What follows belongs to an exercise in optimizing a design on an open flow for small area, a short achievable clock period and few clock cycles; a production flow would make more cautious choices. Where RTL was checked, it was by simulation tests only, not by an equivalence proof against the original.

== v6 ==
## ieee754multiplier
module ieee754multiplier (
    input logic clk, rst_n,
    input logic [31:0] a_i,
    input logic [31:0] b_i,
    input logic start_i,
    output logic done_o,
    output logic nan_o,
    output logic inifinit_o,
    output logic overflow_o,
    output logic underflow_o,
    output logic [31:0] product_o
);
Size in the first run: roughly 2100 cells after synthesis, ~37 flip-flops, ~100 I/O pins, about 0.017 mm^2 of cells after synthesis.
export LEC_CHECK = 0
export ABC_AREA = 1
export CAP_MARGIN = 20
export CORE_MARGIN = 2
export CORE_UTILIZATION = 50
export SETUP_SLACK_MARGIN = 1.25
export SLEW_MARGIN = 20
export SYNTH_HIERARCHICAL = 1
create_clock -name core_clock -period 9.0 [get_ports {clk}]
standard.sh (not shown) runs the stock make flow with config.mk's settings and CLKGATE_MAP_FILE= SYNTH_SCRIPT=/design/flow/synth_recipe.tcl, a recipe that flattens the netlist after the stock synthesis.
==> flow/flow/run.sh <==
#!/bin/bash
# The standard layout (the standard.sh: the standard synthesis and the
# ORFS steps to finish), except that the port buffers that global placement
# inserts are buf_1 cells instead of the tool's default pick.
set -euo pipefail
export BUFFER_PORTS_ARGS="-buffer_cell sky130_fd_sc_hd__buf_1"
bash standard.sh > standard.log 2>&1
Relative to v6, the following input files were edited for v7:
--- a/flow/design.v
+++ b/flow/design.v
@@ -5,19 +5,18 @@
     input logic start_i,
     output logic done_o,
     output logic nan_o,
     output logic inifinit_o,
     output logic overflow_o,
     output logic underflow_o,
     output logic [31:0] product_o
 );
 logic [47:0] m;
-logic        mhi_min;    
 logic        zero, sign, norm;
 logic [9:0]  esum, e0, e1;
 logic neg0;
 logic one0;
 logic two0;
 logic pp1;
 logic pp2;
 logic pp3;
 logic pp4;
@@ -1591,19 +1590,18 @@
 fpmul_fa u_s892 (.a(ci324), .b(pp311), .c(c803), .s(s892), .co(c893));
 assign rx = {ci325, c891, s890, c887, c885, s884, s882, c879, c877, c875, s874, c871, c869, c867, c865, c863, c861, c859, c857, c855, c853, c851, c849, c847, c845, c843, c841, c839, c837, c835, c833, c831, c829, c827, c825, c823, c821, c819, c817, c815, c813, c811, c809, c807, c805, pp3, pp2, neg0};
 assign ry = {c893, s892, c889, s888, s886, c883, c881, s880, s878, s876, c873, s872, s870, s868, s866, s864, s862, s860, s858, s856, s854, s852, s850, s848, s846, s844, s842, s840, s838, s836, s834, s832, s830, s828, s826, s824, s822, s820, s818, s816, s814, s812, s810, s808, s806, s804, 1'b0, pp1};
 logic [16:0] mseg0;
 assign mseg0 = {1'b0, rx[15:0]} + {1'b0, ry[15:0]};
 assign m[15:0] = mseg0[15:0];
 logic [32:0] mseg1;
 assign mseg1 = {1'b0, rx[47:16]} + {1'b0, ry[47:16]} + {32'd0, mseg0[16]};
 assign m[47:16] = mseg1[31:0];
-assign mhi_min = ~m[24] & ~(((rx[25] ^ ry[25])) ^ (rx[24] | ry[24])) & ~(((rx[26] ^ ry[26])) ^ (rx[25] | ry[25])) & ~(((rx[27] ^ ry[27])) ^ (rx[26] | ry[26])) & ~(((rx[28] ^ ry[28])) ^ (rx[27] | ry[27])) & ~(((rx[29] ^ ry[29])) ^ (rx[28] | ry[28])) & ~(((rx[30] ^ ry[30])) ^ (rx[29] | ry[29])) & ~(((rx[31] ^ ry[31])) ^ (rx[30] | ry[30])) & ~(((rx[32] ^ ry[32])) ^ (rx[31] | ry[31])) & ~(((rx[33] ^ ry[33])) ^ (rx[32] | ry[32])) & ~(((rx[34] ^ ry[34])) ^ (rx[33] | ry[33])) & ~(((rx[35] ^ ry[35])) ^ (rx[34] | ry[34])) & ~(((rx[36] ^ ry[36])) ^ (rx[35] | ry[35])) & ~(((rx[37] ^ ry[37])) ^ (rx[36] | ry[36])) & ~(((rx[38] ^ ry[38])) ^ (rx[37] | ry[37])) & ~(((rx[39] ^ ry[39])) ^ (rx[38] | ry[38])) & ~(((rx[40] ^ ry[40])) ^ (rx[39] | ry[39])) & ~(((rx[41] ^ ry[41])) ^ (rx[40] | ry[40])) & ~(((rx[42] ^ ry[42])) ^ (rx[41] | ry[41])) & ~(((rx[43] ^ ry[43])) ^ (rx[42] | ry[42])) & ~(((rx[44] ^ ry[44])) ^ (rx[43] | ry[43])) & ~(((rx[45] ^ ry[45])) ^ (rx[44] | ry[44])) & ~(((rx[46] ^ ry[46])) ^ (rx[45] | ry[45])) & ~(((rx[47] ^ ry[47]) ^ 1'b1) ^ (rx[46] | ry[46]));
 assign sign = a_i[31] ^ b_i[31];
 assign zero = (a_i[22:0] == 23'd0) || (b_i[22:0] == 23'd0);
 assign esum = {2'b00, a_i[30:23]} + {2'b00, b_i[30:23]};
 assign e0   = esum - 10'd127;
 assign e1   = esum - 10'd126;
 logic        nan0, ovf0, unf0, keep0, sgn0;
 logic [7:0]  exp0;
 assign nan0  = !zero && e0[7:0] == 8'hFF;
 assign ovf0  = !zero && e0[7:0] != 8'hFF && e0[9:8] != 2'b00;
@@ -1612,19 +1610,19 @@
 assign sgn0  = sign && keep0;
 assign exp0  = ovf0 ? 8'hFF : (keep0 ? e0[7:0] : 8'h00);
 logic        eff1, ovf1, unf1, keep1, nz1;
 logic [7:0]  exp1;
 assign eff1  = !zero && e1[7:0] == 8'hFF;
 assign ovf1  = !zero && e1[7:0] != 8'hFF && e1[9:8] != 2'b00;
 assign unf1  = zero || (e1[7:0] == 8'h00 && e1[9:8] == 2'b00);
 assign keep1 = !eff1 && !ovf1 && !unf1;
 assign exp1  = (ovf1 || eff1) ? 8'hFF : (keep1 ? e1[7:0] : 8'h00);
-assign nz1   = !mhi_min;    
+assign nz1   = (m[46:24] != 23'd0);
 logic        nan_d, inf_d, ovf_d, unf_d, sign_d;
 logic [7:0]  exp_d;
 logic [22:0] frac_d;
 assign norm   = m[47];
 assign nan_d  = norm ? (eff1 && nz1) : nan0;
 assign inf_d  = norm && eff1 && !nz1;
 assign ovf_d  = norm ? ovf1 : ovf0;
 assign unf_d  = norm ? unf1 : unf0;
 assign frac_d = norm ? ((m[46:24] & {23{keep1}}) | {23{ovf1}})
Results
When v7 is set beside v6, its count of plain and timing-repair buffers turns out to be 5.2% larger.
v6 → v7: die area has decreased, count of cell instances traversed by the critical path has increased, global-route wire length before repair has decreased.
[compare] base=v6 new=v7: post-synthesis share of cell area spent on and, or, nand and nor gates shows a reduction of 2.1 points; cell area reported after detailed placement went down 4.9%; total routed wire length on the met1 layer dropped about 3.7%.
Against v6 as the reference, v7 delivers a higher share of the clock period used by the worst path after layout.
Of v6 and v7, v6 shows the lower sequential share of layout area, with v7 above it.
Testbench counts of v7, summed over its fixed seeds: cycles 3,208.
No functional check of the RTL was part of v6.

re-timing with driven ports:
In the flow no input, the clock included, has a driving cell. The finished layouts below were timed again as built, in two steps.
Step 1 sets driving cells, clkbuf_16 on the clock port and buf_2 on the other inputs (assumed; they add their load-dependent delay and slew).
Step 2 moves the port delays by t, midway between the first and last clock arrival at a register: inputs arrive t later, outputs are due t later. That takes back most of the time a late clock gives input paths.
Three values: no drivers, after step 1, after step 2; two values: the first two.
| run | t (ns) | slack for setup (ns) | pins driven straight from the clock port |
|---|---|---|---|
| v6 | 0.303 | 1.470 / 1.468 / 1.165 | 1 |
| v7 | 0.310 | 1.403 / 1.416 / 1.105 | 1 |
After both steps every run listed still meets setup and hold. The setup slack of v6, which loses most, moves by -0.002 ns with the drivers and by -0.305 ns with both steps.
